This design comes from an exercise in tuning for small area on the open sky130 flow, not from production work.
At most, simulation tests tie the RTL to the original design; equivalence was not proved.
For runs 3 to 5, only the layout was checked, not whether the RTL still works.
The clock port is modelled as an ideal driver; clocking choices that lean on that would not hold on a real chip.
No activity file was given, so power comes from the tool's default toggle rates.

### config.mk
export PLATFORM = sky130hd
export DESIGN_NAME = deja_glitch_power
export DESIGN_NICKNAME = deja_glitch_power
export VERILOG_FILES = /design/flow/design.v
export SDC_FILE = /design/flow/constraint.sdc
export NUM_CORES = 4
export LEC_CHECK = 0
export CAP_MARGIN = 20
export CORE_MARGIN = 2
export CORE_UTILIZATION = 40
export PLACE_DENSITY = 0.6
export SLEW_MARGIN = 20
### constraint.sdc
create_clock -name core_clock -period 6.0 [get_ports {clk_i}]
set_input_delay 1.2000 -clock core_clock [delete_from_list [all_inputs] [get_ports {clk_i}]]
set_output_delay 1.2000 -clock core_clock [all_outputs]
set_load 0.01 [all_outputs]
### design.v
module deja_glitch_power (
	input	wire	clk_i,
	input	wire	rst_i,
	input	wire	stb_i,
	input	wire	we_i,
	input	wire	[3:0] adr_i,
	input	wire	[7:0] dat_i,
	output	reg		ack_o,
	output	reg		[7:0] dat_o,
	input	wire	run_i,
	output	reg		power_o
	);
localparam IDLE = 2'd0, RUN = 2'd1, FIN = 2'd2, RUN_IDLE = 2'd3;
reg	[15:0]	rcn;		 
wire	[15:0]	run_cnt = ~rcn;
reg	[15:0]	nit;		 
reg	[1:0]	state;
reg	[7:0]	size;
reg	[7:0]	step;
reg			finished;
wire m1 = step[0] & nit[0];
wire m2 = step[0] & nit[1];
wire m3 = step[0] & nit[2];
wire m4 = step[0] & nit[3];
wire m5 = step[0] & nit[4];
wire m6 = step[0] & nit[5];
wire m7 = step[0] & nit[6];
wire m8 = step[0] & nit[7];
wire m9 = step[0] & nit[8];
wire m10 = step[0] & nit[9];
wire m11 = step[0] & nit[10];
wire m12 = step[0] & nit[11];
wire m13 = step[0] & nit[12];
wire m14 = step[0] & nit[13];
wire m15 = step[0] & nit[14];
wire m16 = step[0] & nit[15];
wire m17 = step[1] & nit[0];
wire m18 = step[1] & nit[1];
wire m19 = step[1] & nit[2];
wire m20 = step[1] & nit[3];
wire m21 = step[1] & nit[4];
wire m22 = step[1] & nit[5];
wire m23 = step[1] & nit[6];
wire m24 = step[1] & nit[7];
wire m25 = step[1] & nit[8];
wire m26 = step[1] & nit[9];
wire m27 = step[1] & nit[10];
wire m28 = step[1] & nit[11];
wire m29 = step[1] & nit[12];
wire m30 = step[1] & nit[13];
wire m31 = step[1] & nit[14];
wire m32 = step[2] & nit[0];
wire m33 = step[2] & nit[1];
wire m34 = step[2] & nit[2];
wire m35 = step[2] & nit[3];
wire m36 = step[2] & nit[4];
wire m37 = step[2] & nit[5];
wire m38 = step[2] & nit[6];
wire m39 = step[2] & nit[7];
wire m40 = step[2] & nit[8];
wire m41 = step[2] & nit[9];
wire m42 = step[2] & nit[10];
wire m43 = step[2] & nit[11];
wire m44 = step[2] & nit[12];
wire m45 = step[2] & nit[13];
wire m46 = step[3] & nit[0];
wire m47 = step[3] & nit[1];
wire m48 = step[3] & nit[2];
wire m49 = step[3] & nit[3];
wire m50 = step[3] & nit[4];
wire m51 = step[3] & nit[5];
wire m52 = step[3] & nit[6];
wire m53 = step[3] & nit[7];
wire m54 = step[3] & nit[8];
wire m55 = step[3] & nit[9];
wire m56 = step[3] & nit[10];
wire m57 = step[3] & nit[11];
wire m58 = step[3] & nit[12];
wire m59 = step[4] & nit[0];
wire m60 = step[4] & nit[1];
wire m61 = step[4] & nit[2];
wire m62 = step[4] & nit[3];
wire m63 = step[4] & nit[4];
wire m64 = step[4] & nit[5];
wire m65 = step[4] & nit[6];
wire m66 = step[4] & nit[7];
wire m67 = step[4] & nit[8];
wire m68 = step[4] & nit[9];
wire m69 = step[4] & nit[10];
wire m70 = step[4] & nit[11];
wire m71 = step[5] & nit[0];
wire m72 = step[5] & nit[1];
wire m73 = step[5] & nit[2];
wire m74 = step[5] & nit[3];
wire m75 = step[5] & nit[4];
wire m76 = step[5] & nit[5];
wire m77 = step[5] & nit[6];
wire m78 = step[5] & nit[7];
wire m79 = step[5] & nit[8];
wire m80 = step[5] & nit[9];
wire m81 = step[5] & nit[10];
wire m82 = step[6] & nit[0];
wire m83 = step[6] & nit[1];
wire m84 = step[6] & nit[2];
wire m85 = step[6] & nit[3];
wire m86 = step[6] & nit[4];
wire m87 = step[6] & nit[5];
wire m88 = step[6] & nit[6];
wire m89 = step[6] & nit[7];
wire m90 = step[6] & nit[8];
wire m91 = step[6] & nit[9];
wire m92 = step[7] & nit[0];
wire m93 = step[7] & nit[1];
wire m94 = step[7] & nit[2];
wire m95 = step[7] & nit[3];
wire m96 = step[7] & nit[4];
wire m97 = step[7] & nit[5];
wire m98 = step[7] & nit[6];
wire m99 = step[7] & nit[7];
wire m100 = step[7] & nit[8];
wire m101 = run_cnt[5] ^ m21;
wire m102 = run_cnt[5] & m21;
wire m103 = run_cnt[6] ^ m22 ^ m36;
wire m104 = (run_cnt[6] & m22) | (run_cnt[6] & m36) | (m22 & m36);
wire m105 = m49 ^ m61;
wire m106 = m49 & m61;
wire m107 = run_cnt[7] ^ m23 ^ m37;
wire m108 = (run_cnt[7] & m23) | (run_cnt[7] & m37) | (m23 & m37);
wire m109 = m50 ^ m62 ^ m73;
wire m110 = (m50 & m62) | (m50 & m73) | (m62 & m73);
wire m111 = m8 ^ m83;
wire m112 = m8 & m83;
wire m113 = run_cnt[8] ^ m24 ^ m38;
wire m114 = (run_cnt[8] & m24) | (run_cnt[8] & m38) | (m24 & m38);
wire m115 = m51 ^ m63 ^ m74;
wire m116 = (m51 & m63) | (m51 & m74) | (m63 & m74);
wire m117 = m84 ^ m9 ^ m93;
wire m118 = (m84 & m9) | (m84 & m93) | (m9 & m93);
wire m119 = run_cnt[9] ^ m10 ^ m25;
wire m120 = (run_cnt[9] & m10) | (run_cnt[9] & m25) | (m10 & m25);
wire m121 = m39 ^ m52 ^ m64;
wire m122 = (m39 & m52) | (m39 & m64) | (m52 & m64);
wire m123 = m75 ^ m85 ^ m94;
wire m124 = (m75 & m85) | (m75 & m94) | (m85 & m94);
wire m125 = run_cnt[10] ^ m11 ^ m26;
wire m126 = (run_cnt[10] & m11) | (run_cnt[10] & m26) | (m11 & m26);
wire m127 = m40 ^ m53 ^ m65;
wire m128 = (m40 & m53) | (m40 & m65) | (m53 & m65);
wire m129 = m76 ^ m86 ^ m95;
wire m130 = (m76 & m86) | (m76 & m95) | (m86 & m95);
wire m131 = run_cnt[11] ^ m12 ^ m27;
wire m132 = (run_cnt[11] & m12) | (run_cnt[11] & m27) | (m12 & m27);
wire m133 = m41 ^ m54 ^ m66;
wire m134 = (m41 & m54) | (m41 & m66) | (m54 & m66);
wire m135 = m77 ^ m87 ^ m96;
wire m136 = (m77 & m87) | (m77 & m96) | (m87 & m96);
wire m137 = run_cnt[12] ^ m13 ^ m28;
wire m138 = (run_cnt[12] & m13) | (run_cnt[12] & m28) | (m13 & m28);
wire m139 = m42 ^ m55 ^ m67;
wire m140 = (m42 & m55) | (m42 & m67) | (m55 & m67);
wire m141 = m78 ^ m88 ^ m97;
wire m142 = (m78 & m88) | (m78 & m97) | (m88 & m97);
wire m143 = run_cnt[13] ^ m14 ^ m29;
wire m144 = (run_cnt[13] & m14) | (run_cnt[13] & m29) | (m14 & m29);
wire m145 = m43 ^ m56 ^ m68;
wire m146 = (m43 & m56) | (m43 & m68) | (m56 & m68);
wire m147 = m79 ^ m89 ^ m98;
wire m148 = (m79 & m89) | (m79 & m98) | (m89 & m98);
wire m149 = run_cnt[14] ^ m15 ^ m30;
wire m150 = (run_cnt[14] & m15) | (run_cnt[14] & m30) | (m15 & m30);
wire m151 = m44 ^ m57 ^ m69;
wire m152 = (m44 & m57) | (m44 & m69) | (m57 & m69);
wire m153 = m80 ^ m90 ^ m99;
wire m154 = (m80 & m90) | (m80 & m99) | (m90 & m99);
wire m155 = run_cnt[3] ^ m19;
wire m156 = run_cnt[3] & m19;
wire m157 = run_cnt[4] ^ m20 ^ m34;
wire m158 = (run_cnt[4] & m20) | (run_cnt[4] & m34) | (m20 & m34);
wire m159 = m47 ^ m5;
wire m160 = m47 & m5;
wire m161 = m35 ^ m48 ^ m6;
wire m162 = (m35 & m48) | (m35 & m6) | (m48 & m6);
wire m163 = m60 ^ m71 ^ m101;
wire m164 = (m60 & m71) | (m60 & m101) | (m71 & m101);
wire m165 = m7 ^ m72 ^ m82;
wire m166 = (m7 & m72) | (m7 & m82) | (m72 & m82);
wire m167 = m102 ^ m105 ^ m103;
wire m168 = (m102 & m105) | (m102 & m103) | (m105 & m103);
wire m169 = m92 ^ m106 ^ m111;
wire m170 = (m92 & m106) | (m92 & m111) | (m106 & m111);
wire m171 = m104 ^ m107 ^ m109;
wire m172 = (m104 & m107) | (m104 & m109) | (m107 & m109);
wire m173 = m112 ^ m108 ^ m110;
wire m174 = (m112 & m108) | (m112 & m110) | (m108 & m110);
wire m175 = m113 ^ m115 ^ m117;
wire m176 = (m113 & m115) | (m113 & m117) | (m115 & m117);
wire m177 = m114 ^ m116 ^ m118;
wire m178 = (m114 & m116) | (m114 & m118) | (m116 & m118);
wire m179 = m119 ^ m121 ^ m123;
wire m180 = (m119 & m121) | (m119 & m123) | (m121 & m123);
wire m181 = m120 ^ m122 ^ m124;
wire m182 = (m120 & m122) | (m120 & m124) | (m122 & m124);
wire m183 = m125 ^ m127 ^ m129;
wire m184 = (m125 & m127) | (m125 & m129) | (m127 & m129);
wire m185 = m126 ^ m128 ^ m130;
wire m186 = (m126 & m128) | (m126 & m130) | (m128 & m130);
wire m187 = m131 ^ m133 ^ m135;
wire m188 = (m131 & m133) | (m131 & m135) | (m133 & m135);
wire m189 = m132 ^ m134 ^ m136;
wire m190 = (m132 & m134) | (m132 & m136) | (m134 & m136);
wire m191 = m137 ^ m139 ^ m141;
wire m192 = (m137 & m139) | (m137 & m141) | (m139 & m141);
wire m193 = m138 ^ m140 ^ m142;
wire m194 = (m138 & m140) | (m138 & m142) | (m140 & m142);
wire m195 = m143 ^ m145 ^ m147;
wire m196 = (m143 & m145) | (m143 & m147) | (m145 & m147);
wire m197 = m144 ^ m146 ^ m148;
wire m198 = (m144 & m146) | (m144 & m148) | (m146 & m148);
wire m199 = m149 ^ m151 ^ m153;
wire m200 = (m149 & m151) | (m149 & m153) | (m151 & m153);
wire m201 = run_cnt[2] ^ m18;
wire m202 = run_cnt[2] & m18;
wire m203 = m33 ^ m4 ^ m46;
wire m204 = (m33 & m4) | (m33 & m46) | (m4 & m46);
wire m205 = m59 ^ m156 ^ m159;
wire m206 = (m59 & m156) | (m59 & m159) | (m156 & m159);
wire m207 = m160 ^ m158 ^ m161;
wire m208 = (m160 & m158) | (m160 & m161) | (m158 & m161);
wire m209 = m162 ^ m165 ^ m164;
wire m210 = (m162 & m165) | (m162 & m164) | (m165 & m164);
wire m211 = m166 ^ m169 ^ m168;
wire m212 = (m166 & m169) | (m166 & m168) | (m169 & m168);
wire m213 = m170 ^ m172 ^ m173;
wire m214 = (m170 & m172) | (m170 & m173) | (m172 & m173);
wire m215 = m174 ^ m176 ^ m177;
wire m216 = (m174 & m176) | (m174 & m177) | (m176 & m177);
wire m217 = m178 ^ m180 ^ m181;
wire m218 = (m178 & m180) | (m178 & m181) | (m180 & m181);
wire m219 = m182 ^ m184 ^ m185;
wire m220 = (m182 & m184) | (m182 & m185) | (m184 & m185);
wire m221 = m186 ^ m188 ^ m189;
wire m222 = (m186 & m188) | (m186 & m189) | (m188 & m189);
wire m223 = m190 ^ m192 ^ m193;
wire m224 = (m190 & m192) | (m190 & m193) | (m192 & m193);
wire m225 = m194 ^ m196 ^ m197;
wire m226 = (m194 & m196) | (m194 & m197) | (m196 & m197);
wire m227 = run_cnt[1] ^ m17;
wire m228 = run_cnt[1] & m17;
wire m229 = m3 ^ m32 ^ m201;
wire m230 = (m3 & m32) | (m3 & m201) | (m32 & m201);
wire m231 = m202 ^ m155 ^ m203;
wire m232 = (m202 & m155) | (m202 & m203) | (m155 & m203);
wire m233 = m204 ^ m157 ^ m205;
wire m234 = (m204 & m157) | (m204 & m205) | (m157 & m205);
wire m235 = m206 ^ m163 ^ m207;
wire m236 = (m206 & m163) | (m206 & m207) | (m163 & m207);
wire m237 = m208 ^ m167 ^ m209;
wire m238 = (m208 & m167) | (m208 & m209) | (m167 & m209);
wire m239 = m171 ^ m210 ^ m211;
wire m240 = (m171 & m210) | (m171 & m211) | (m210 & m211);
wire m241 = m175 ^ m212 ^ m213;
wire m242 = (m175 & m212) | (m175 & m213) | (m212 & m213);
wire m243 = m179 ^ m214 ^ m215;
wire m244 = (m179 & m214) | (m179 & m215) | (m214 & m215);
wire m245 = m183 ^ m216 ^ m217;
wire m246 = (m183 & m216) | (m183 & m217) | (m216 & m217);
wire m247 = m187 ^ m218 ^ m219;
wire m248 = (m187 & m218) | (m187 & m219) | (m218 & m219);
wire m249 = m191 ^ m220 ^ m221;
wire m250 = (m191 & m220) | (m191 & m221) | (m220 & m221);
wire m251 = m195 ^ m222 ^ m223;
wire m252 = (m195 & m222) | (m195 & m223) | (m222 & m223);
wire m253 = m199 ^ m224 ^ m225;
wire m254 = (m199 & m224) | (m199 & m225) | (m224 & m225);
wire m255 = run_cnt[0] ^ m1;
wire m256 = run_cnt[0] & m1;
wire m257 = m2 ^ m227 ^ m256;
wire m258 = (m2 & m227) | (m2 & m256) | (m227 & m256);
wire m259 = m228 ^ m229 ^ m258;
wire m260 = (m228 & m229) | (m228 & m258) | (m229 & m258);
wire m261 = m230 ^ m231 ^ m260;
wire m262 = (m230 & m231) | (m230 & m260) | (m231 & m260);
wire m263 = m232 ^ m233 ^ m262;
wire m264 = (m232 & m233) | (m232 & m262) | (m233 & m262);
wire m265 = m234 ^ m235 ^ m264;
wire m266 = (m234 & m235) | (m234 & m264) | (m235 & m264);
wire m267 = m236 ^ m237 ^ m266;
wire m268 = (m236 & m237) | (m236 & m266) | (m237 & m266);
wire m269 = m238 ^ m239 ^ m268;
wire m270 = (m238 & m239) | (m238 & m268) | (m239 & m268);
wire [7:0] dlo = {m269, m267, m265, m263, m261, m259, m257, m255};
wire hi0 = ~(m241 ^ m240 ^ m270) &
	~((m243 ^ m242) ^ (m241 | m240)) &
	~((m245 ^ m244) ^ (m243 | m242)) &
	~((m247 ^ m246) ^ (m245 | m244)) &
	~((m249 ^ m248) ^ (m247 | m246)) &
	~((m251 ^ m250) ^ (m249 | m248)) &
	~((m253 ^ m252) ^ (m251 | m250)) &
	~((run_cnt[15] ^ m16 ^ m31 ^ m45 ^ m58 ^ m70 ^ m81 ^ m91 ^ m100 ^ m150 ^ m152 ^ m154 ^ m198 ^ m200 ^ m226 ^ m254) ^ (m253 | m252));
wire eq0 = hi0 && (dlo == 8'd0);
wire eqs = hi0 && (dlo == size);
always @(posedge clk_i) begin
	ack_o <= 1'b0;
	if (rst_i) begin
		size <= 8'd1;
		step <= 8'd1;
		finished <= 1'b0;
		power_o <= 1'b1;
		dat_o <= 8'd0;
		rcn <= 16'hffff;
		nit <= 16'd0;
		state <= IDLE;
	end else begin
		if (stb_i) begin
			if (we_i) begin
				if (adr_i == 4'd0) size <= dat_i;
				if (adr_i == 4'd1) step <= dat_i;
				if (adr_i[3:1] == 3'd0) ack_o <= 1'b1;
				else dat_o <= 8'd0;
			end else begin
				case (adr_i)
				4'd0: dat_o <= size;
				4'd1: dat_o <= step;
				4'd2: dat_o <= {7'd0, finished};
				default: dat_o <= 8'd0;
				endcase
				ack_o <= (adr_i < 4'd3);
			end
		end
		finished <= (state == FIN);
		rcn <= (state == RUN) ? rcn - 16'd1 : ~{15'd0, (state == IDLE) & run_i};
		case (state)
		IDLE: begin
			power_o <= !(run_i && eq0);
			if (run_i) state <= RUN;
		end
		RUN: begin
			if (!run_i) state <= FIN;
			else if (eq0) power_o <= 1'b0;
			else if (eqs) begin
				power_o <= 1'b1;
				state <= RUN_IDLE;
			end
		end
		RUN_IDLE: begin
			if (!run_i) begin
				nit <= nit - 16'd1;
				state <= IDLE;
			end
		end
		FIN: begin
			nit <= nit - 16'd1;
			power_o <= 1'b1;
			state <= IDLE;
		end
		endcase
	end
end
endmodule
### flow/run.sh
#!/bin/bash
# Standard ORFS flow, with one extra step between synthesis and floorplan:
# flow/polar.py re-chooses signal polarities in the synthesized netlist (full
# adders and gates with complemented inputs/outputs) to remove inverters.
# Registers are not touched. Each tool's output goes to its own log here.
set -euo pipefail
RES=orfs/results/${FLOW_PLATFORM}/deja_glitch_power/base
LIB=${FLOW_HOME}/platforms/${FLOW_PLATFORM}/lib/sky130_fd_sc_hd__tt_025C_1v80.lib

bash standard.sh synth > log_synth.txt 2>&1
cp ${RES}/1_2_yosys.v 1_2_yosys_standard.v
yosys -q -l log_yosys_json.txt -p "read_liberty -lib ${LIB}; read_verilog ${RES}/1_2_yosys.v; write_json polar_in.json" > /dev/null 2>&1
python3 flow/polar.py ${LIB} polar_in.json polar_out.json > log_polar.txt 2>&1
yosys -q -l log_yosys_write.txt -p "read_json polar_out.json; write_verilog -noattr -nohex -nodec ${RES}/1_2_yosys.v" > /dev/null 2>&1
rm -f ${RES}/1_synth.odb ${RES}/1_synth.sdc
bash standard.sh "CTS_ARGS=-sink_clustering_enable -repair_clock_nets -dont_use_dummy_load -buf_list sky130_fd_sc_hd__clkbuf_8 -root_buf sky130_fd_sc_hd__clkbuf_8" finish > log_finish.txt 2>&1
### flow/polar.py
#!/usr/bin/env python3
"""Re-choose signal polarities in a mapped sky130 netlist (Yosys JSON) to drop inverters.

Every inverter/buffer chain between two cells is removed.  Each remaining cell may be
replaced by the library cell that computes its function with all inputs complemented
and/or its output(s) complemented (and2 -> nand2/nor2/or2, a21oi -> o21a, fa with all
inputs complemented gives complemented outputs, ...); XOR/XNOR cells accept either
polarity on each input.  Half adders are first split into xor2 + and2 so that their
parts can take part.  The choice is made by simulated annealing on total area, and one
inverter is put back on each net that still has a consumer needing the other polarity.
The logic function of the netlist is unchanged.
usage: polar.py LIB in.json out.json"""
import json, re, sys, random, itertools, math

LIB, IN, OUT = sys.argv[1:4]
P = "sky130_fd_sc_hd__"

# ---------------- liberty ----------------
txt = open(LIB).read()
cells = {}
starts = [m.start() for m in re.finditer(r'\n\s*cell\s*\(\s*"?([\w]+)"?\s*\)', txt)]
starts.append(len(txt))
for a, b in zip(starts, starts[1:]):
    blk = txt[a:b]
    name = re.search(r'cell\s*\(\s*"?([\w]+)"?\s*\)', blk).group(1)
    area = float(re.search(r'\barea\s*:\s*([\d.]+)', blk).group(1))
    pins = {}
    for pm in re.finditer(r'\bpin\s*\(\s*"?(\w+)"?\s*\)\s*\{', blk):
        seg = blk[pm.end(): pm.end() + 4000]
        nxt = re.search(r'\bpin\s*\(', seg)
        if nxt: seg = seg[:nxt.start()]
        d = re.search(r'direction\s*:\s*"?(\w+)"?', seg)
        f = re.search(r'\bfunction\s*:\s*"([^"]*)"', seg)
        pins[pm.group(1)] = (d.group(1) if d else None, f.group(1) if f else None)
    seq = bool(re.search(r'\b(ff|latch|statetable)\s*\(', blk))
    cells[name] = dict(area=area, pins=pins, seq=seq)

def tt(func, ins):
    expr = func.replace('!', '~')
    expr = re.sub(r'\b([A-Za-z_]\w*)\b', lambda m: f"v['{m.group(1)}']", expr)
    out = 0
    for i, vals in enumerate(itertools.product([0, 1], repeat=len(ins))):
        v = dict(zip(ins, vals))
        if eval(expr) & 1:
            out |= 1 << i
    return out

info = {}
for name, c in cells.items():
    if c['seq'] or not name.startswith(P):
        continue
    rest = name[len(P):]
    if rest.startswith('lpflow') or rest.startswith('probe'):
        continue
    ins = sorted(p for p, (d, f) in c['pins'].items() if d == 'input')
    outs = [(p, f) for p, (d, f) in c['pins'].items() if d == 'output' and f]
    if not outs or not ins or len(ins) > 5:
        continue
    try:
        tts = tuple(sorted((p, tt(f, ins)) for p, f in outs))
    except Exception:
        continue
    info[name] = dict(ins=tuple(ins), tts=tts, area=c['area'])

def drive(name):
    m = re.search(r'_(\d+)$', name)
    return int(m.group(1)) if m else -1

lookup = {}
for name, c in info.items():
    rest = name[len(P):]
    if 'dly' in rest or rest.startswith('clk'):
        continue
    key = (c['ins'], tuple(t for p, t in c['tts']))
    lookup.setdefault(key, []).append(name)

def transform(t, n, i, o):
    N = 1 << n
    r = 0
    for x in range(N):
        y = (N - 1 - x) if i else x
        bit = (t >> y) & 1
        if o: bit ^= 1
        r |= bit << x
    return r

def variants(ctype):
    """{(i,o): (celltype, {oldpin:newpin})} for the cell type"""
    c = info.get(ctype)
    if not c: return None
    n = len(c['ins'])
    res = {}
    for i in (0, 1):
        for o in (0, 1):
            tts = [transform(t, n, i, o) for p, t in c['tts']]
            cands = []
            for name in lookup.get((c['ins'], tuple(tts)), []) if len(c['tts']) == 1 else []:
                cands.append(name)
            if len(c['tts']) > 1:
                # multi-output: same cell if self-dual in this (i,o)
                if [t for p, t in c['tts']] == tts:
                    cands = [ctype]
                else:
                    # find a cell with same ins and these tts (any pin names, same order)
                    for name, cc in info.items():
                        if cc['ins'] == c['ins'] and len(cc['tts']) == len(tts) and [t for p, t in cc['tts']] == tts:
                            cands.append(name)
            cands = [x for x in cands if drive(x) == drive(ctype)] or \
                    [x for x in cands if drive(x) >= 1 and drive(x) <= max(1, drive(ctype))]
            if not cands: continue
            best = min(cands, key=lambda x: info[x]['area'])
            pm = {po: pn for (po, _), (pn, _) in zip(c['tts'], info[best]['tts'])}
            res[(i, o)] = (best, pm)
    return res

def is_inv(t): return t in info and len(info[t]['ins']) == 1 and [x for p, x in info[t]['tts']] == [0b01]
def is_buf(t): return t in info and len(info[t]['ins']) == 1 and [x for p, x in info[t]['tts']] == [0b10]
def is_xor(t): return re.match(P + r'x(n)?or[23]_\d+$', t) is not None

# ---------------- netlist ----------------
J = json.load(open(IN))
tops = [k for k, m in J['modules'].items() if m.get('attributes', {}).get('top')] or list(J['modules'])
mod = J['modules'][tops[0]]
C = mod['cells']

def allbits():
    bs = [b for c in C.values() for x in c['connections'].values() for b in x if isinstance(b, int)]
    bs += [b for p in mod['ports'].values() for b in p['bits'] if isinstance(b, int)]
    return bs
nextbit = [max(allbits()) + 1]
def newbit():
    b = nextbit[0]; nextbit[0] += 1; return b

def mkcell(t, conns):
    dirs = {}
    for p in conns:
        d = cells[t]['pins'][p][0]
        dirs[p] = d
    return {'hide_name': 0, 'type': t, 'parameters': {}, 'attributes': {},
            'port_directions': dirs, 'connections': conns}

# split half adders
for cn in [cn for cn, c in C.items() if re.match(P + r'ha_\d+$', c['type'])]:
    c = C.pop(cn)
    a, b = c['connections']['A'], c['connections']['B']
    C[cn + '_s'] = mkcell(P + 'xor2_1', {'A': a, 'B': b, 'X': c['connections']['SUM']})
    C[cn + '_c'] = mkcell(P + 'and2_1', {'A': a, 'B': b, 'X': c['connections']['COUT']})

port_bits = set(b for p in mod['ports'].values() for b in p['bits'] if isinstance(b, int))
driver = {}
for cn, c in C.items():
    for pin, bits in c['connections'].items():
        if c['port_directions'][pin] == 'output':
            for b in bits: driver[b] = (cn, pin)

def in_bit(c):
    return [b for p, bs in c['connections'].items() if c['port_directions'][p] == 'input' for b in bs][0]
def out_bit(c):
    return [b for p, bs in c['connections'].items() if c['port_directions'][p] == 'output' for b in bs][0]

T = set()
for cn, c in C.items():
    if (is_inv(c['type']) or is_buf(c['type'])) and out_bit(c) not in port_bits and isinstance(in_bit(c), int):
        T.add(cn)

def resolve(b):
    q = 0
    while isinstance(b, int) and b in driver and driver[b][0] in T:
        c = C[driver[b][0]]
        q ^= 1 if is_inv(c['type']) else 0
        b = in_bit(c)
    return b, q

VAR = {}
for cn, c in C.items():
    if cn in T: continue
    if is_xor(c['type']):
        VAR[cn] = 'xor'
    else:
        v = variants(c['type'])
        if v and len(v) > 1:
            VAR[cn] = v
state = {cn: (0, 0) for cn in VAR}

cons = []
for cn, c in C.items():
    if cn in T: continue
    for pin, bits in c['connections'].items():
        if c['port_directions'][pin] != 'input': continue
        for i, b in enumerate(bits):
            r, q = resolve(b)
            cons.append((cn, pin, i, r, q))
for pn, p in mod['ports'].items():
    if p['direction'] == 'output':
        for i, b in enumerate(p['bits']):
            r, q = resolve(b)
            if r != b:
                cons.append((None, pn, i, r, q))
by_root = {}
for x in cons:
    by_root.setdefault(x[3], []).append(x)

def rootpol(r):
    if not isinstance(r, int) or r not in driver: return 0
    cn = driver[r][0]
    v = VAR.get(cn)
    if v is None: return 0
    return state[cn][1]

def need(x):
    cn, pin, i, r, q = x
    if cn is None: return q
    v = VAR.get(cn)
    if v == 'xor': return None
    if v is None: return q
    return q ^ state[cn][0]

INV = info[P + 'inv_1']['area']
def root_cost(r):
    pr = rootpol(r)
    for x in by_root.get(r, []):
        n = need(x)
        if n is not None and n != pr:
            return INV
    return 0.0

def cell_area(cn):
    v = VAR[cn]
    if v == 'xor': return info[C[cn]['type']]['area']
    return info[v[state[cn]][0]]['area']

def touched(cn):
    rs = set()
    c = C[cn]
    for pin, bits in c['connections'].items():
        for b in bits:
            rs.add(b if c['port_directions'][pin] == 'output' else resolve(b)[0])
    return rs
tr = {cn: touched(cn) for cn in VAR}
roots = set(by_root)
def total():
    return sum(root_cost(r) for r in roots) + sum(cell_area(cn) for cn in VAR)

def opts(cn):
    v = VAR[cn]
    if v == 'xor': return [(0, 0), (0, 1)]
    return list(v.keys())

base = total()
names = list(VAR)
def anneal(seed, init):
    random.seed(seed)
    state.update(init)
    cur = total()
    best, best_state = cur, dict(state)
    iters = 40 * len(names) * 10
    for it in range(iters):
        temp = 3.0 * (1 - it / iters) + 0.01
        cn = random.choice(names)
        o = opts(cn)
        new = random.choice([x for x in o if x != state[cn]])
        rs = tr[cn]
        old = state[cn]
        before = sum(root_cost(r) for r in rs) + cell_area(cn)
        state[cn] = new
        after = sum(root_cost(r) for r in rs) + cell_area(cn)
        d = after - before
        if d <= 0 or random.random() < math.exp(-d / temp):
            cur += d
            if cur < best - 1e-9:
                best, best_state = cur, dict(state)
        else:
            state[cn] = old
    state.update(best_state)
    for sweep in range(10):
        improved = False
        for cn in names:
            for new in opts(cn):
                rs = tr[cn]; old = state[cn]
                before = sum(root_cost(r) for r in rs) + cell_area(cn)
                state[cn] = new
                after = sum(root_cost(r) for r in rs) + cell_area(cn)
                if after < before - 1e-9: improved = True
                else: state[cn] = old
        if not improved: break
    return total(), dict(state)
inits = [{cn: (0, 0) for cn in names}]
flipped = {}
for cn in names:
    o = opts(cn)
    flipped[cn] = (1, 1) if (1, 1) in o else (0, 0)
inits.append(flipped)
results = []
for k, init in enumerate(inits * 2):
    results.append(anneal(k + 1, init))
    sys.stderr.write(f"polar: run {k} cost {results[-1][0]:.1f}\n")
bestc, bests = min(results, key=lambda x: x[0])
state.update(bests)
final = total()
sys.stderr.write(f"polar: {len(T)} inverters/buffers removed, cost {base:.1f} -> {final:.1f}\n")

# ---------------- rebuild ----------------
inv_of = {}
newcells = {}
def inv_bit(r):
    if r not in inv_of:
        if not isinstance(r, int):
            inv_of[r] = {'0': '1', '1': '0'}.get(r, r)
        else:
            b = newbit()
            newcells[f"polar_inv_{b}"] = mkcell(P + 'inv_1', {'A': [r], 'Y': [b]})
            inv_of[r] = b
    return inv_of[r]

xor_par = {cn: 0 for cn in VAR if VAR[cn] == 'xor'}
for x in cons:
    cn, pin, i, r, q = x
    pr = rootpol(r)
    if cn is None:
        # output port reached through a removed chain: drive it with a buffer/inverter
        n = q
        src = r if n == pr else inv_bit(r)
        b = mod['ports'][pin]['bits'][i]
        newcells[f"polar_obuf_{pin}_{i}"] = mkcell(P + 'buf_1', {'A': [src], 'X': [b]})
        continue
    n = need(x)
    if n is None:
        xor_par[cn] ^= (pr ^ q)
        C[cn]['connections'][pin][i] = r
    elif n == pr:
        C[cn]['connections'][pin][i] = r
    else:
        C[cn]['connections'][pin][i] = inv_bit(r)
for cn, v in VAR.items():
    c = C[cn]
    if v == 'xor':
        if xor_par[cn] ^ state[cn][1]:
            old = c['type']
            newt = old.replace('xnor', 'XOR').replace('xor', 'xnor').replace('XOR', 'xor')
            po = info[old]['tts'][0][0]; pn = info[newt]['tts'][0][0]
            conns = {(pn if p == po else p): bs for p, bs in c['connections'].items()}
            C[cn] = mkcell(newt, conns)
        continue
    newt, pm = v[state[cn]]
    if newt == c['type']:
        continue
    conns = {}
    for p, bs in c['connections'].items():
        conns[pm.get(p, p)] = bs
    C[cn] = mkcell(newt, conns)
for cn in T:
    del C[cn]
C.update(newcells)
json.dump(J, open(OUT, 'w'))
### standard.sh
#!/bin/bash
# synth_recipe.tcl (not shown) runs the flow's synth.tcl, then flattens the netlist and writes it again
# the make line also repeats each setting of config.mk as NAME=value (left out here)
make -C /OpenROAD-flow-scripts/flow DESIGN_CONFIG=/design/flow/config.mk WORK_HOME=/design/flow/orfs CLKGATE_MAP_FILE= SYNTH_SCRIPT=/design/flow/synth_recipe.tcl "${@:-finish}"
==> results of run 1 <==
worst min-delay path, delay by kind of cell, from the launching register on:
family           cells  cell delay (ns)
flip-flops           1             0.33
AND/OR/NAND/NOR      1             0.07
AO/OA/AOI/OAI        1             0.08
worst min-delay path by stage:
| stage | start | endpoint | depth (start not counted) |
|---|---|---|---|
| 2_1_floorplan | nit[14] | nit[14] | 2 |
| 3_3_place_gp | dat_o[0] | dat_o[0] | 2 |
| 3_5_place_dp | dat_o[1] | dat_o[1] | 2 |
| 4_1_cts | dat_o[1] | dat_o[1] | 2 |
| 5_1_grt | dat_o[1] | dat_o[1] | 2 |
| 6_report | dat_o[7] | dat_o[7] | 2 |
report_power, final:
part / internal [uW] / total [uW] / switching, uW
clock: 133 / 284 / 150
sequential: 427 / 479 / 51.7
combinational: 132 / 292 / 160
total: 693 / 1050 / 362
layout make-up:
cell class	count	area (um^2)
Timing Repair Buffer	26	255.2
Sequential cell	61	1221
Fill cell	1210	6514
Multi-Input combinational cell	456	3754
Inverter	9	33.78
Clock buffer	9	123.9
Tap cell	168	210.2
metal layers:
layer	GRT usage	vias up	wire, um
met3	0.04132	14	546
met4	0.04444	0	181
met5	0	-	0
met1	0.2408	1873	4949
li1	-	1802	-
met2	0.3064	73	5695
sequential cells by signal (all words and copies together), names as in the netlist:
signal / count
step: 8
power_o: 1
size: 8
dat_o: 8
finished: 1
nit: 16
state: 2
rcn: 16
ack_o: 1
layout by cell type, fill, tap and decap left out, drive strengths merged, types with 2 or more instances in the layout:
cell           count
nand2            131
fa                77
dfxtp             61
nor2              56
xnor2             41
xor2              26
clkdlybuf4s50     25
mux2i             16
nor3              12
or3               10
o21ai              9
clkbuf             9
inv                9
a22oi              8
mux2               7
nand2b             6
nand3              6
a21oi              6
nor4               5
or2                5
or4                4
nor2b              4
and2               3
nand4              3
a211o              3
o211ai             2
o22ai              2
a211oi             2
a31oi              2
metrics by stage:
step | hold slack [ns] | std cells | total power (uW) | setup slack (ns)
2_1_floorplan | 0.4787 | 526 | 687.3 | 1.248
3_3_place_gp | 0.4957 | 720 | 769.9 | 1.022
3_5_place_dp | 0.4974 | 720 | 779.3 | 0.7781
4_1_cts | 0.5139 | 729 | 1068 | 0.7437
5_1_grt | 0.5331 | 729 | 1122 | 0.3207
6_report | 0.5085 | 729 | 1054 | 0.6554
==> summary.txt, run 1 <==
CTS Hold Buffers Added - 0
r2r startpoint - step[0]
CTS Buf Count - 9
leakage - 0.001603 uW
r2r setup slk - 0.66 ns
crit end category - flop
setup TNS - 0 ns
DRC - 0
initial core utilization - 0.4133
iteration-0 DRC count of the detailed router - 211
CP Cell Sequence - nand2_1 > fa_1 > inv_1 > fa_1 > fa_1 > inv_1 > fa_1 > fa_1 > fa_1 > fa_1 > xnor2_1 > nor4_1 > nand2_1 > or3_1 > a311oi_1
Buf/Inv on CP - 2
total gr overflow - 0
Avg Inst Size Synth - 9.517 um^2
Layout area overhead - 11.82%
Die X - 115.9 um
Port Buffers - 26
WL per Instance - 15.60 um
Post-Syn Nets - 620
Die ar. - 13430 um^2
clock sinks - 61
Max Clk Rate - 187.1 MHz
Peak supply drop - 0.00007739 V
fin nets - 657
Critical Path RT - 6.25 ns
Final Util - 0.4622
cells after synthesis - 526
clk root buf - clkbuf_8
worst min-delay path class - flop to flop
GRT Util Overall - 0.1824
Critical Path Stages - 15
P per Cell Area - 188.3 nW/um^2
Critical Path Slowest Stage Cell - dfxtp_1
status - complete, no violations
layout cells sized above 1 - 0.03565
global-route wire length before repair - 18.91 mm
CP startpoint - step[0]
Core ar. - 12110 um^2
min Tclk post-route - 5.345 ns
pin count of the biggest net entering global routing - 49
final instance area - 5598 um^2
Routed Wire Length - 11.37 mm
Syn. warnings - 1
CP Data Arrival Time - 5.60 ns
post-cts repair resize count - 0
Ports - 27
initial antenna violation count - 0
CTS H-tree lvls - 3
slew margin rel. - 0.3398
Vias/cell - 5.160
worst r2r path cells - 15
Hold Vio Cnt, Final - 0
fin. max-slew vios - 0
max_cap viols - 0
placed cell area - 5472 um^2
RSZ-0062 raised after global routing - false
vias in the first global route - 3707
r2r endpoint - state[1]
Critical Path Fanout Max - 18
CP Capture Point - state[1]
Die H - 115.9 um
GP Congestion - 0.8234
worst clock skew - 0.02571 ns
slowest stage delay, CP - 0.74 ns
drt first pass iters - 4
startpoint types - flop
slew of the pin with the lowest slew margin - 0.9819 ns
most frequent CP cell - fa_1
via count - 3762
CTS Buffer Depth - 2
post-route ant nets - 0
Reg clk slew, reported paths - 0.08 ns
delay-heaviest family, CP - adder cells
WS Path Type - flop to flop
antenna cells - 0
Core Rows - 40
CTS tree - done
Clk Latency, worst-skew pair - 0.35 ns
DPL Wire Length - 8.850 mm
# setup viols final - 0
Post-CTS Setup Bufs - 0
Synth Cell Area - 5006 um^2
period utilization - 0.8908
==> run 2, diff against run 1 <==
--- a/flow/run.sh
+++ b/flow/run.sh
@@ -15,2 +15,2 @@
 rm -f ${RES}/1_synth.odb ${RES}/1_synth.sdc
-bash standard.sh "CTS_ARGS=-sink_clustering_enable -repair_clock_nets -dont_use_dummy_load -buf_list sky130_fd_sc_hd__clkbuf_8 -root_buf sky130_fd_sc_hd__clkbuf_8" finish > log_finish.txt 2>&1
+bash standard.sh "CTS_ARGS=-sink_clustering_enable -repair_clock_nets -dont_use_dummy_load -buf_list sky130_fd_sc_hd__clkbuf_8 -root_buf sky130_fd_sc_hd__clkbuf_8" "BUFFER_PORTS_ARGS=-buffer_cell sky130_fd_sc_hd__buf_1" finish > log_finish.txt 2>&1
==> run 2 against run 1 <==
Against the previous run: still clean on timing, DRC and antenna; register-to-register slack better by 0.12 ns; clock-buffer cell count unchanged; final cell count unchanged; sequential power about the same; flip-flop and latch count unchanged; clock skew down 0.0079 ns; worst hold slack better by 0.0089 ns; global-route usage up 0.30 points; synthesized cell count unchanged; critical endpoint unchanged.
==> summary.txt, run 2 <==
P per Cell Area - 192.3 nW/um^2 (was 188.3 nW/um^2)
Routed Wire Length - 11.57 mm (was 11.37 mm)
Critical Path Fanout Max - 17 (was 18)
Hold EP - dat_o[7] (unchanged)
CTS Buf Count - 9 (unchanged)
hold path cells - 2 (unchanged)
total gr overflow - 0 (unchanged)
leakage - 0.001539 uW (was 0.001603 uW)
GRT Util Overall - 0.1854 (was 0.1824)
min Tclk post-route - 5.224 ns (was 5.345 ns)
Final WS setup - 0.7764 ns (was 0.6554 ns)
Syn. warnings - 1 (unchanged)
Buf/Inv on CP - 0 (was 2)
post-route ant nets - 0 (unchanged)
fin. max-slew vios - 0 (unchanged)
Top Registers - nit x16, rcn x16 (unchanged)
worst clock skew - 0.01782 ns (was 0.02571 ns)
WS Path Type - flop to flop (unchanged)
DPL Wire Length - 8.953 mm (was 8.850 mm)
Clk Latency, worst-skew pair - 0.34 ns (was 0.35 ns)
delay-heaviest family, CP - adder cells (unchanged)
layout cells sized above 1 - 0.03387 (was 0.03565)
GP Congestion - 0.8401 (was 0.8234)
Reg clk slew, reported paths - 0.08 ns (about the same)
initial core utilization - 0.4133 (unchanged)
worst r2r path cells - 13 (was 15)
Die ar. - 13430 um^2 (unchanged)
global-route wire length before repair - 19.02 mm (was 18.91 mm)
CTS tree - done (unchanged)
status - complete, no violations (unchanged)
CP Cell Sequence - nand2_1 > or2_1 > fa_1 > fa_1 > fa_1 > fa_1 > fa_1 > fa_1 > xnor2_1 > nor4_1 > nand2_1 > or3_1 > a311oi_1 (was nand2_1 > fa_1 > inv_1 > fa_1 > fa_1 > inv_1 > fa_1 > fa_1 > fa_1 > fa_1 > xnor2_1 > nor4_1 > nand2_1 > or3_1 > a311oi_1)
cells after synthesis - 526 (unchanged)
r2r startpoint - step[1] (was step[0])
CTS H-tree lvls - 3 (unchanged)
Max Clk Rate - 191.4 MHz (was 187.1 MHz)
CTS Hold Buffers Added - 0 (unchanged)
Layout area overhead - 8.648% (was 11.82%)
via count - 3803 (was 3762)
Synth Cell Area - 5006 um^2 (unchanged)
startpoint types - flop (unchanged)
slew of the pin with the lowest slew margin - 1.061 ns (was 0.9819 ns)
Place WS - 0.8487 ns (was 0.7781 ns)
worst min-delay path class - flop to flop (unchanged)
fin nets - 657 (unchanged)
RSZ-0062 raised after global routing - false (unchanged)
most frequent CP cell - fa_1 (unchanged)
post-cts repair resize count - 0 (unchanged)
commonest non-fill, non-tap cell in the layout - nand2_1 (unchanged)
Hold Vio Cnt, Final - 0 (unchanged)
Avg Inst Size Synth - 9.517 um^2 (unchanged)
r2r endpoint - state[1] (unchanged)
slowest stage delay, CP - 0.72 ns (was 0.74 ns)
Peak supply drop - 0.00007571 V (was 0.00007739 V)
Core ar. - 12110 um^2 (unchanged)
min-delay src - dat_o[7] (unchanged)
r2r setup slk - 0.78 ns (was 0.66 ns)
Post-Syn Nets - 620 (unchanged)
initial antenna violation count - 0 (unchanged)
Port Buffers - 26 (unchanged)
max_cap viols - 0 (unchanged)
antenna cells - 0 (unchanged)
total power - 1046 uW (was 1054 uW)
Core Rows - 40 (unchanged)
pin count of the biggest net entering global routing - 49 (unchanged)
Post-CTS Setup Bufs - 0 (unchanged)
setup TNS - 0 ns (unchanged)
# setup viols final - 0 (unchanged)
vias in the first global route - 3767 (was 3707)
period utilization - 0.8706 (was 0.8908)
most frequent cells in the layout - nand2_1 (131), fa_1 (77), dfxtp_1 (61), nor2_1 (56), xnor2_1 (41) (unchanged)
clk root buf - clkbuf_8 (unchanged)
Critical Path Slowest Stage Cell - dfxtp_1 (unchanged)
Critical Path RT - 6.24 ns (was 6.25 ns)
WL per Instance - 15.87 um (was 15.60 um)
Ports - 27 (unchanged)
drt first pass iters - 5 (was 4)
Die H - 115.9 um (unchanged)
slew margin rel. - 0.2909 (was 0.3398)
CTS Buffer Depth - 2 (unchanged)
crit end category - flop (unchanged)
CP Data Arrival Time - 5.47 ns (was 5.60 ns)
clock sinks - 61 (unchanged)
Vias/cell - 5.217 (was 5.160)
DRC - 0 (unchanged)
iteration-0 DRC count of the detailed router - 233 (was 211)
Die X - 115.9 um (unchanged)
## run 2: cell types whose count changed in the layout (fill, tap and decap cells not counted), sizes merged
cell,previous run,this run
clkdlybuf4s50,25,0
clkbuf,9,10
buf,1,25
## run 2: per-stage QoR
stage | hold WS, ns | instance area (um^2) | std cells | utilization
after global placement | 0.4888 | 5315 | 720 | 0.4388
final | 0.5175 | 5439 | 729 | 0.4491
after global routing | 0.5447 | 5439 | 729 | 0.4491
after CTS | 0.5217 | 5439 | 729 | 0.4491
after detailed placement | 0.5026 | 5315 | 720 | 0.4388
after floorplan | 0.4787 | 5006 | 526 | -
## run 2: worst max-delay path by stage
stage | slack, ns | startpoint | cells past startpoint | to
floorplan | 1.25 | step[2] | 15 | power_o
global route | 0.40 | step[0] | 13 | state[1]
finish | 0.78 | step[1] | 13 | state[1]
detailed placement | 0.85 | step[0] | 15 | state[1]
global placement | 1.01 | step[2] | 15 | state[1]
CTS | 0.80 | step[1] | 13 | state[1]
## run 2: power by group
group,total [uW],internal [uW],leakage [uW],switching [uW]
registers,480,427,0.000494,52.2
logic,283,123,0.000980,160
clock network,283,133,0.0000647,149
## run 2: cell type report
cell class | count | area, um^2
inverter | 9 | 33.78
multi-input combinational | 456 | 3751
timing repair buffer | 26 | 98.84
fill | 1201 | 6673
tap | 168 | 210.2
sequential | 61 | 1221
clock buffer | 9 | 123.9
## run 2: worst reg2reg max path, stage by stage, from the launching register on
cell      delay [ns]
dfxtp_1         0.72
nand2_1         0.16
or2_1           0.26
fa_1            0.54
fa_1            0.45
fa_1            0.42
fa_1            0.39
fa_1            0.39
fa_1            0.39
xnor2_1         0.14
nor4_1          0.56
nand2_1         0.09
or3_1           0.33
a311oi_1        0.27
## run 2: routing by layer
layer  up-vias  part of all wire  global-route usage
met2        96              0.50              0.3115
met4         0             0.014             0.05317
li1       1806                 -                   -
met5         -                 0                   0
met3        16             0.045             0.03870
met1      1885              0.44              0.2436
==> run 3, diff against run 2 <==
--- a/design.v
+++ b/design.v
@@ -301,4 +301,12 @@
 wire eqs = hi0 && (dlo == size);
+wire in_idle = (state == IDLE);
+wire in_run = (state == RUN);
+wire in_fin = (state == FIN);
+wire in_ri = (state == RUN_IDLE);
+wire next_iter = in_fin | (in_ri & !run_i);
 always @(posedge clk_i) begin
-	ack_o <= 1'b0;
+	rcn <= (in_run && !rst_i) ? rcn - 16'd1 : ~{15'd0, in_idle & run_i & !rst_i};
+	nit <= rst_i ? 16'd0 : next_iter ? nit - 16'd1 : nit;
+	finished <= in_fin & !rst_i;
+	ack_o <= !rst_i && stb_i && (we_i ? (adr_i[3:1] == 3'd0) : (adr_i < 4'd3));
 	if (rst_i) begin
@@ -306,7 +314,4 @@
 		step <= 8'd1;
-		finished <= 1'b0;
 		power_o <= 1'b1;
 		dat_o <= 8'd0;
-		rcn <= 16'hffff;
-		nit <= 16'd0;
 		state <= IDLE;
@@ -317,4 +322,3 @@
 				if (adr_i == 4'd1) step <= dat_i;
-				if (adr_i[3:1] == 3'd0) ack_o <= 1'b1;
-				else dat_o <= 8'd0;
+				if (adr_i[3:1] != 3'd0) dat_o <= 8'd0;
 			end else begin
@@ -326,7 +330,4 @@
 				endcase
-				ack_o <= (adr_i < 4'd3);
 			end
 		end
-		finished <= (state == FIN);
-		rcn <= (state == RUN) ? rcn - 16'd1 : ~{15'd0, (state == IDLE) & run_i};
 		case (state)
@@ -345,9 +346,5 @@
 		RUN_IDLE: begin
-			if (!run_i) begin
-				nit <= nit - 16'd1;
-				state <= IDLE;
-			end
+			if (!run_i) state <= IDLE;
 		end
-		FIN: begin
-			nit <= nit - 16'd1;
+		default: begin
 			power_o <= 1'b1;
--- a/flow/run.sh
+++ b/flow/run.sh
@@ -4,3 +4,5 @@
 # adders and gates with complemented inputs/outputs) to remove inverters.
-# Registers are not touched. Each tool's output goes to its own log here.
+# Registers are not touched. Extra make settings (clock tree options, port
+# buffer cell) come from flow/make_args.txt, one per line.
+# Each tool's output goes to its own log file here.
 set -euo pipefail
@@ -8,2 +10,8 @@
 LIB=${FLOW_HOME}/platforms/${FLOW_PLATFORM}/lib/sky130_fd_sc_hd__tt_025C_1v80.lib
+ARGS=()
+if [[ -f flow/make_args.txt ]]; then
+  while IFS= read -r line; do
+    [[ -n "$line" ]] && ARGS+=("$line")
+  done < flow/make_args.txt
+fi
 
@@ -15,2 +23,2 @@
 rm -f ${RES}/1_synth.odb ${RES}/1_synth.sdc
-bash standard.sh "CTS_ARGS=-sink_clustering_enable -repair_clock_nets -dont_use_dummy_load -buf_list sky130_fd_sc_hd__clkbuf_8 -root_buf sky130_fd_sc_hd__clkbuf_8" "BUFFER_PORTS_ARGS=-buffer_cell sky130_fd_sc_hd__buf_1" finish > log_finish.txt 2>&1
+bash standard.sh "${ARGS[@]}" finish > log_finish.txt 2>&1
==> flow/make_args.txt (new file) <==
CTS_ARGS=-sink_clustering_enable -sink_clustering_size 32 -sink_clustering_max_diameter 300 -repair_clock_nets -dont_use_dummy_load -buf_list sky130_fd_sc_hd__clkbuf_8 -root_buf sky130_fd_sc_hd__clkbuf_8
BUFFER_PORTS_ARGS=-buffer_cell sky130_fd_sc_hd__buf_1
==> run 3 against run 2 <==
Against the previous run: total power is 19% lower; synthesized cell count shrank 5.1%; die area fell by 1.9%; register-to-register slack got worse by 0.07 ns; global-route usage barely moved; combinational power is 57% lower; via count down 6.0%; final cell count shrank 6.2%; worst hold slack worse by 0.0076 ns; worst setup slack worse by 0.066 ns; clock skew grew 0.011 ns; critical endpoint is now power_o; largest cell class unchanged; highest routed layer unchanged.
==> summary.txt, run 3 <==
global-route wire length before repair - 18.95 mm (was 19.02 mm)
GRT Util Overall - 0.1859 (was 0.1854)
commonest non-fill, non-tap cell in the layout - nand2_1 (unchanged)
vias in the first global route - 3792 (was 3767)
crit end category - flop (unchanged)
CTS H-tree lvls - 3 (unchanged)
Buf/Inv on CP - 0 (unchanged)
Clock Power Share - 0.333 (was 0.270)
most frequent CP cell - fa_1 (unchanged)
final std cells w/o fill - 684 (was 729)
placed cell area - 5214 um^2 (was 5315 um^2)
period utilization - 0.8815 (was 0.8706)
sw frac - 0.2872 (was 0.3462)
Reg clk slew, reported paths - 0.07 ns (was 0.08 ns)
DRC - 0 (unchanged)
Post-CTS Setup Bufs - 0 (unchanged)
Syn. warnings - 1 (unchanged)
Pint - 601.3 uW (was 683.7 uW)
cells after synthesis - 499 (was 526)
worst clock skew - 0.02906 ns (was 0.01782 ns)
total power - 843.6 uW (was 1046 uW)
Hold Vio Cnt, Final - 0 (unchanged)
Die ar. - 13170 um^2 (was 13430 um^2)
post-cts repair resize count - 0 (unchanged)
pin count of the biggest net entering global routing - 47 (was 49)
Seq pwr share - 0.522 (was 0.459)
antenna cells - 0 (unchanged)
r2r setup slk - 0.71 ns (was 0.78 ns)
DPL Wire Length - 8.637 mm (was 8.953 mm)
Peak supply drop - 0.00009409 V (was 0.00007571 V)
layout cells sized above 1 - 0.05773 (was 0.03387)
setup TNS - 0 ns (unchanged)
r2r endpoint - power_o (was state[1])
slowest stage delay, CP - 0.74 ns (was 0.72 ns)
max_cap viols - 0 (unchanged)
Max Clk Rate - 189.1 MHz (was 191.4 MHz)
met3 Usage GRT - 0.04323 (was 0.03870)
drt first pass iters - 4 (was 5)
WS Path Type - flop to flop (unchanged)
Most Used Layer, Global Route - met2 (unchanged)
initial antenna violation count - 0 (unchanged)
Post-Syn Nets - 593 (was 620)
startpoint types - flop (unchanged)
clock sinks - 61 (unchanged)
slew of the pin with the lowest slew margin - 0.9807 ns (was 1.061 ns)
Clk Latency, worst-skew pair - 0.35 ns (was 0.34 ns)
CTS Buf Count - 9 (unchanged)
CTS Hold Buffers Added - 0 (unchanged)
CTS tree - done (unchanged)
met1 usage - 0.2416 (was 0.2436)
CP Cell Sequence - nand2_1 > fa_1 > fa_1 > fa_1 > fa_1 > fa_1 > fa_1 > fa_1 > xor2_1 > nor4_1 > nand3b_1 > a211o_1 > a21oi_1 (was nand2_1 > or2_1 > fa_1 > fa_1 > fa_1 > fa_1 > fa_1 > fa_1 > xnor2_1 > nor4_1 > nand2_1 > or3_1 > a311oi_1)
fin nets - 633 (was 657)
leakage - 0.001439 uW (was 0.001539 uW)
delay-heaviest family, CP - adder cells (unchanged)
worst r2r path cells - 13 (unchanged)
clk root buf - clkbuf_8 (unchanged)
Routed Wire Length - 11.15 mm (was 11.57 mm)
Critical Path RT - 6.28 ns (was 6.24 ns)
post-route ant nets - 0 (unchanged)
Avg Inst Size Synth - 9.837 um^2 (was 9.517 um^2)
Top Registers - nit x16, rcn x16 (unchanged)
# setup viols final - 0 (unchanged)
DP Cell Count - 675 (was 720)
CP Data Arrival Time - 5.57 ns (was 5.47 ns)
Synth Cell Area - 4908 um^2 (was 5006 um^2)
Die H - 114.8 um (was 115.9 um)
Die X - 114.8 um (was 115.9 um)
most frequent cells in the layout - nand2_1 (121), fa_1 (77), dfxtp_1 (61), nor2_1 (50) (was nand2_1 (131), fa_1 (77), dfxtp_1 (61), nor2_1 (56), xnor2_1 (41))
Critical Path Slowest Stage Cell - dfxtp_1 (unchanged)
P per Cell Area - 158.0 nW/um^2 (was 192.3 nW/um^2)
initial core utilization - 0.4086 (was 0.4133)
RSZ-0062 raised after global routing - false (unchanged)
Vias/cell - 5.225 (was 5.217)
Layout area overhead - 8.794% (was 8.648%)
min Tclk post-route - 5.289 ns (was 5.224 ns)
status - complete, no violations (unchanged)
total gr overflow - 0 (unchanged)
r2r startpoint - step[2] (was step[1])
final instance area - 5340 um^2 (was 5439 um^2)
slew margin rel. - 0.3406 (was 0.2909)
Net Sw Power - 242.2 uW (was 362.0 uW)
hold path cells - 2 (unchanged)
Core ar. - 12010 um^2 (was 12110 um^2)
Hold EP - dat_o[3] (was dat_o[7])
GP Congestion - 0.8172 (was 0.8401)
worst min-delay path class - flop to flop (unchanged)
fin. max-slew vios - 0 (unchanged)
Logic pwr share - 0.145 (was 0.271)
Ports - 27 (unchanged)
Core Rows - 40 (unchanged)
Port Buffers - 26 (unchanged)
Final Util - 0.4446 (was 0.4491)
via count - 3574 (was 3803)
met2 usage - 0.3097 (was 0.3115)
CTS Buffer Depth - 2 (unchanged)
min-delay src - dat_o[3] (was dat_o[7])
iteration-0 DRC count of the detailed router - 198 (was 233)
Critical Path Fanout Max - 16 (was 17)
WL per Instance - 16.31 um (was 15.87 um)
[run 3: final cells by class]
cell class,instances,area (um^2)
sequential,61,1221
clock buffer,9,123.9
inverter,1,3.754
timing repair buffer,29,121.4
fill,1174,6671
tap,147,183.9
multi-input combinational,437,3686
[run 3: power groups by stage]
stage	combinational, uW	sequential [uW]	clock, uW
2_1_floorplan	85.9	441	0
3_3_place_gp	119	448	0
3_5_place_dp	123	449	0
4_1_cts	123	440	291
5_1_grt	139	443	307
6_report	122	440	281
[run 3: tightest hold or removal path, stage by stage, from the launching register on]
cell and delay, ns:
dfxtp_1 0.33, a22oi_1 0.08, nor2_1 0.07
[run 3: metal layers]
layer / wire [um] / share of wire
met1: 4868 / 0.44
met2: 5612 / 0.50
met3: 412 / 0.037
met4: 261 / 0.023
met5: 0 / 0
[run 3: worst max path at each step]
stage | start | end | slack [ns] | depth (start not counted)
global placement | step[2] | state[1] | 0.92 | 13
finish | step[2] | power_o | 0.71 | 13
floorplan | step[1] | state[1] | 1.18 | 14
global route | step[2] | power_o | 0.48 | 13
CTS | step[2] | power_o | 0.76 | 13
detailed placement | step[2] | state[1] | 0.77 | 13
[run 3: stage by stage]
| stage | hold slack (ns) | setup WS, ns |
|---|---|---|
| 3_5_place_dp | 0.4941 | 0.7650 |
| 3_3_place_gp | 0.4882 | 0.9215 |
| 2_1_floorplan | 0.4789 | 1.177 |
| 6_report | 0.5099 | 0.7107 |
| 5_1_grt | 0.5393 | 0.4783 |
| 4_1_cts | 0.5184 | 0.7641 |
==> run 4, diff against run 3 <==
==> flow/make_args.txt (replaced) <==
CTS_ARGS=-sink_clustering_enable -sink_clustering_size 64 -sink_clustering_max_diameter 500 -repair_clock_nets -dont_use_dummy_load -buf_list sky130_fd_sc_hd__clkbuf_16 -root_buf sky130_fd_sc_hd__clkbuf_16
BUFFER_PORTS_ARGS=-buffer_cell sky130_fd_sc_hd__buf_1
==> run 4 against run 3 <==
Against the previous run: synthesized area unchanged; largest cell class unchanged; worst setup slack improved by 0.055 ns; synthesized cell count unchanged; critical path type unchanged.
==> summary.txt, run 4 <==
GRT Util Overall - 0.1913 (was 0.1859)
Max Clk Rate - 191.0 MHz (was 189.1 MHz)
global-route wire length before repair - 19.25 mm (was 18.95 mm)
worst hold margin - 0.5069 ns (was 0.5099 ns)
Die H - 114.8 um (unchanged)
Critical Path Fanout Max - 16 (unchanged)
CTS Hold Buffers Added - 0 (unchanged)
clock sinks - 61 (unchanged)
status - complete, no violations (unchanged)
fin. max-slew vios - 0 (unchanged)
slew margin rel. - 0.3396 (was 0.3406)
RSZ-0062 raised after global routing - false (unchanged)
WL per Instance - 16.48 um (was 16.31 um)
Final Util - 0.4530 (was 0.4446)
worst clock skew - 0.01788 ns (was 0.02906 ns)
DPL Wire Length - 8.637 mm (unchanged)
CTS tree - done (unchanged)
post-route ant nets - 0 (unchanged)
clk root buf - clkbuf_16 (was clkbuf_8)
Die X - 114.8 um (unchanged)
Post-CTS Setup Bufs - 0 (unchanged)
setup TNS - 0 ns (unchanged)
Place WS - 0.7650 ns (unchanged)
CP Data Arrival Time - 5.49 ns (was 5.57 ns)
slew of the pin with the lowest slew margin - 0.9822 ns (was 0.9807 ns)
# setup viols final - 0 (unchanged)
antenna cells - 0 (unchanged)
vias in the first global route - 3835 (was 3792)
CTS H-tree lvls - 3 (unchanged)
Critical Path RT - 6.26 ns (was 6.28 ns)
Ports - 27 (unchanged)
CTS Buf Count - 9 (unchanged)
fin nets - 633 (unchanged)
Syn. warnings - 1 (unchanged)
Core ar. - 12010 um^2 (unchanged)
iteration-0 DRC count of the detailed router - 198 (unchanged)
min Tclk post-route - 5.235 ns (was 5.289 ns)
worst min-delay path class - flop to flop (unchanged)
Routed Wire Length - 11.27 mm (was 11.15 mm)
pin count of the biggest net entering global routing - 47 (unchanged)
initial antenna violation count - 0 (unchanged)
cells after synthesis - 499 (unchanged)
Hold Vio Cnt, Final - 0 (unchanged)
most frequent cells in the layout - nand2_1 (121), fa_1 (77), dfxtp_1 (61), nor2_1 (50) (unchanged)
crit end category - flop (unchanged)
Vias/cell - 5.263 (was 5.225)
Layout area overhead - 10.86% (was 8.794%)
drt first pass iters - 4 (unchanged)
post-cts repair resize count - 0 (unchanged)
GP Congestion - 0.8172 (unchanged)
Die ar. - 13170 um^2 (unchanged)
Post-Syn Nets - 593 (unchanged)
Synth Cell Area - 4908 um^2 (unchanged)
Final WS setup - 0.7653 ns (was 0.7107 ns)
Core Rows - 40 (unchanged)
startpoint types - flop (unchanged)
Avg Inst Size Synth - 9.837 um^2 (unchanged)
total gr overflow - 0 (unchanged)
Port Buffers - 26 (unchanged)
Peak supply drop - 0.0001006 V (was 0.00009409 V)
initial core utilization - 0.4086 (unchanged)
max_cap viols - 0 (unchanged)
Top Registers - nit x16, rcn x16 (unchanged)
commonest non-fill, non-tap cell in the layout - nand2_1 (unchanged)
Reg clk slew, reported paths - 0.05 ns (was 0.07 ns)
period utilization - 0.8724 (was 0.8815)
Clk Latency, worst-skew pair - 0.33 ns (was 0.35 ns)
DRC - 0 (unchanged)
layout cells sized above 1 - 0.05773 (unchanged)
P per Cell Area - 181.5 nW/um^2 (was 158.0 nW/um^2)
WS Path Type - flop to flop (unchanged)
leakage - 0.001485 uW (was 0.001439 uW)
via count - 3600 (was 3574)
total power - 987.7 uW (was 843.6 uW)
CTS Buffer Depth - 2 (unchanged)
-- run 4: changes by cell type in the layout (fill, tap and decap cells not counted) --
cell | previous run | this run
clkbuf_16 | 0 | 9
clkbuf_8 | 9 | 0
-- run 4: worst max-delay path, stage by stage (launching register included) --
cell      delay (ns)
dfxtp_1         0.74
nand2_1         0.18
fa_1            0.59
fa_1            0.44
fa_1            0.43
fa_1            0.40
fa_1            0.39
fa_1            0.38
fa_1            0.40
xor2_1          0.18
nor4_1          0.47
nand3b_1        0.17
a211o_1         0.25
a21oi_1         0.14
-- run 4: final cells by class --
| type | instances | area (um^2) |
|---|---|---|
| fill | 1160 | 6570 |
| multi-input combinational | 437 | 3686 |
| sequential | 61 | 1221 |
| clock buffer | 9 | 225.2 |
| tap | 147 | 183.9 |
| timing repair buffer | 29 | 121.4 |
| inverter | 1 | 3.754 |
-- run 4: layer usage --
layer	track usage	part of all wire	wire, um	vias up
li1	-	-	-	1727
met1	0.2431	0.43	4844	1790
met2	0.3140	0.50	5682	65
met3	0.05746	0.043	481	18
met4	0.06426	0.023	263	0
met5	0	0	0	-
-- run 4: path summary, 6_finish.rpt --
check / slack (ns) / from / end / cells after the start
worst max-delay path: 0.77 / step[2] / power_o / 13
worst min-delay path: 0.51 / dat_o[3] / dat_o[3] / 2
worst max register to register: 0.77 / step[2] / power_o / 13
worst min register to register: 0.51 / dat_o[3] / dat_o[3] / 2
-- run 4: metrics by stage --
stage	instance area (um^2)	std cells
6_report	5441	684
5_1_grt	5441	684
4_1_cts	5439	684
3_5_place_dp	5214	675
3_3_place_gp	5214	675
2_1_floorplan	4908	499
-- run 4: power by group --
part | leakage [uW] | internal [uW] | switching [uW]
sequential | 0.000494 | 416 | 25.0
clock | 0.000111 | 261 | 163
combinational | 0.000880 | 53.0 | 69.0
total | 0.00148 | 730 | 257
==> run 5, diff against run 4 <==
--- a/flow/run.sh
+++ b/flow/run.sh
@@ -23,2 +23,2 @@
 rm -f ${RES}/1_synth.odb ${RES}/1_synth.sdc
-bash standard.sh "${ARGS[@]}" finish > log_finish.txt 2>&1
+bash standard.sh "PRE_CTS_TCL=$(pwd)/flow/clock.tcl" "${ARGS[@]}" finish > log_finish.txt 2>&1
==> flow/clock.tcl (new file) <==
# PRE_CTS hook: drive all clock sinks from one clock buffer placed at their
# centroid (the clock port then feeds only that buffer).
set block [ord::get_db_block]
set db [ord::get_db]
set clknet [$block findNet clk_i]
set master [$db findMaster $::env(CLOCK_ROOT_BUF)]
set buf [odb::dbInst_create $block $master clk_root_buf]
set newnet [odb::dbNet_create $block clk_root]
$newnet setSigType CLOCK
set sx 0; set sy 0; set n 0
foreach it [$clknet getITerms] {
  set inst [$it getInst]
  set loc [$inst getLocation]
  set sx [expr {$sx + [lindex $loc 0]}]
  set sy [expr {$sy + [lindex $loc 1]}]
  incr n
  $it disconnect
  $it connect $newnet
}
[$buf findITerm A] connect $clknet
[$buf findITerm X] connect $newnet
$buf setLocation [expr {$sx / $n}] [expr {$sy / $n}]
$buf setPlacementStatus PLACED
puts "clock.tcl: $n sinks moved to clk_root driven by $::env(CLOCK_ROOT_BUF)"
==> flow/make_args.txt (replaced) <==
CLOCK_ROOT_BUF=sky130_fd_sc_hd__clkbuf_16
BUFFER_PORTS_ARGS=-buffer_cell sky130_fd_sc_hd__buf_1
==> run 5 against run 4 <==
Against the previous run: core utilization is 0.82 points higher; largest power group is now clock; global-route usage is 0.39 points lower; flip-flop and latch count stayed put; register-to-register slack worse by 0.04 ns; highest routed layer unchanged; wire length is 0.72% lower; still clean on timing, DRC and antenna; worst setup slack worse by 0.045 ns; clock skew is 0.010 ns lower; first-iteration DRC count is 3.5% higher; combinational power hardly changed.
==> summary.txt, run 5 <==
Seq pwr share - 0.394 (was 0.447)
Logic pwr share - 0.109 (was 0.123)
clock sinks - 61 (unchanged)
fin nets - 634 (was 633)
Hold Vio Cnt, Final - 0 (unchanged)
layout cells sized above 1 - 0.07156 (was 0.05773)
sw frac - 0.2672 (was 0.2605)
Ports - 27 (unchanged)
Critical Path Fanout Max - 16 (unchanged)
Reg clk slew, reported paths - 0.06 ns (was 0.05 ns)
CP Data Arrival Time - 5.66 ns (was 5.49 ns)
most frequent cells in the layout - nand2_1 (121), fa_1 (77), dfxtp_1 (61), nor2_1 (50) (unchanged)
setup TNS - 0 ns (unchanged)
global-route wire length before repair - 19.10 mm (was 19.25 mm)
post-cts repair resize count - 0 (unchanged)
leakage - 0.001532 uW (was 0.001485 uW)
commonest non-fill, non-tap cell in the layout - nand2_1 (unchanged)
# fillers - 1154 (was 1160)
Clk Latency, worst-skew pair - 0.45 ns (was 0.33 ns)
drt first pass iters - 5 (was 4)
fin. max-slew vios - 0 (unchanged)
WS Path Type - flop to flop (unchanged)
Core Rows - 40 (unchanged)
crit end category - flop (unchanged)
Synth Cell Area - 4908 um^2 (unchanged)
worst min-delay path class - flop to flop (unchanged)
post-route ant nets - 0 (unchanged)
Die X - 114.8 um (unchanged)
slew margin rel. - 0.3281 (was 0.3396)
antenna cells - 0 (unchanged)
Vias/cell - 5.279 (was 5.263)
GP Congestion - 0.8172 (unchanged)
vias in the first global route - 3848 (was 3835)
total gr overflow - 0 (unchanged)
slew of the pin with the lowest slew margin - 0.9992 ns (was 0.9822 ns)
Top Registers - nit x16, rcn x16 (unchanged)
Pint - 819.4 uW (was 730.5 uW)
CTS tree - done (unchanged)
Post-Syn Nets - 593 (unchanged)
status - complete, no violations (unchanged)
Routed Wire Length - 11.19 mm (was 11.27 mm)
WL per Instance - 16.17 um (was 16.48 um)
Final Util - 0.4613 (was 0.4530)
Critical Path RT - 6.38 ns (was 6.26 ns)
DRC - 0 (unchanged)
CTS Buf Count - 9 (unchanged)
Syn. warnings - 1 (unchanged)
period utilization - 0.8799 (was 0.8724)
initial antenna violation count - 0 (unchanged)
==> run 5: cell types whose count changed in the layout (fill, tap and decap cells not counted) <==
cell,previous run,this run
clkinv_2,0,2
clkinv_4,0,2
bufinv_16,0,1
clkbuf_16,9,10
clkinvlp_4,0,1
inv_6,0,1
==> run 5: power groups by stage <==
| stage | clock, uW | sequential, uW | combinational, uW |
|---|---|---|---|
| final | 556 | 440 | 122 |
| after global routing | 591 | 443 | 139 |
| after CTS | 574 | 440 | 123 |
| after detailed placement | 0 | 449 | 123 |
| after global placement | 0 | 448 | 119 |
| after floorplan | 0 | 441 | 85.9 |
==> run 5: layout make-up, clock buffers not listed <==
class / instances / area (um^2) / share of cell area
clock inverter: 7 / 73.82 / 0.01332
inverter: 1 / 3.754 / 0.0006775
tap: 147 / 183.9 / 0.03320
timing repair buffer: 29 / 121.4 / 0.02191
multi-input combinational: 437 / 3686 / 0.6653
sequential: 61 / 1221 / 0.2204
buffer: 1 / 25.02 / 0.004517
==> run 5: final timing paths <==
check	slack, ns	cells after the start	end	startpoint
min	0.51	2	dat_o[3]	dat_o[3]
min reg2reg	0.51	2	dat_o[3]	dat_o[3]
max reg2reg	0.72	13	power_o	step[2]
max	0.72	13	power_o	step[2]
==> run 5: per-layer routing <==
layer | GRT usage | part of all wire | vias up
met5 | 0 | 0 | -
met4 | 0.06104 | 0.021 | 0
met3 | 0.04744 | 0.047 | 20
met2 | 0.3136 | 0.51 | 81
met1 | 0.2394 | 0.42 | 1810
li1 | - | - | 1742
==> run 5: worst max-delay path, stage by stage, from the launching register on <==
cell      delay, ns
dfxtp_1        0.74
nand2_1        0.18
fa_1           0.59
fa_1           0.44
fa_1           0.43
fa_1           0.40
fa_1           0.39
fa_1           0.38
fa_1           0.40
xor2_1         0.18
nor4_1         0.51
nand3b_1       0.18
a211o_1        0.25
a21oi_1        0.15
==> run 5: metrics by stage <==
stage | instances | total power [uW] | setup slack (ns) | instance area [um^2]
CTS | 692 | 1137 | 0.7574 | 5538
global placement | 675 | 567.3 | 0.9215 | 5214
floorplan | 499 | 527.1 | 1.177 | 4908
detailed placement | 675 | 571.6 | 0.7650 | 5214
global route | 692 | 1173 | 0.4682 | 5540
finish | 692 | 1118 | 0.7205 | 5540

==> afterwards: timing with drivers on the ports <==
The flow's constraints put no driver on any port. The routed layouts listed below were extracted and timed again, unchanged, in two steps. Step 1 sets driving cells, clkbuf_16 on the clock port and buf_2 on the other inputs (assumed; they add their load-dependent delay and slew). Step 2 also shifts input and output timing later by t, the mid clock arrival at the registers, as if the neighbouring blocks saw the same clock. a / b / c = ideal / step 1 / step 2; a / b = the first two.
run	t (ns)	slack for setup (ns)	worst slew at a driven data input, ns
run 1	0.369	0.655 / 0.655 / 0.655	0.03
run 2	0.373	0.776 / 0.776 / 0.776	0.03
run 3	0.367	0.711 / 0.711 / 0.711	0.04
run 4	0.360	0.765 / 0.765 / 0.765	0.04
run 5	0.479	0.720 / 0.720 / 0.720	0.03
After both steps setup and hold are still met in every run listed.
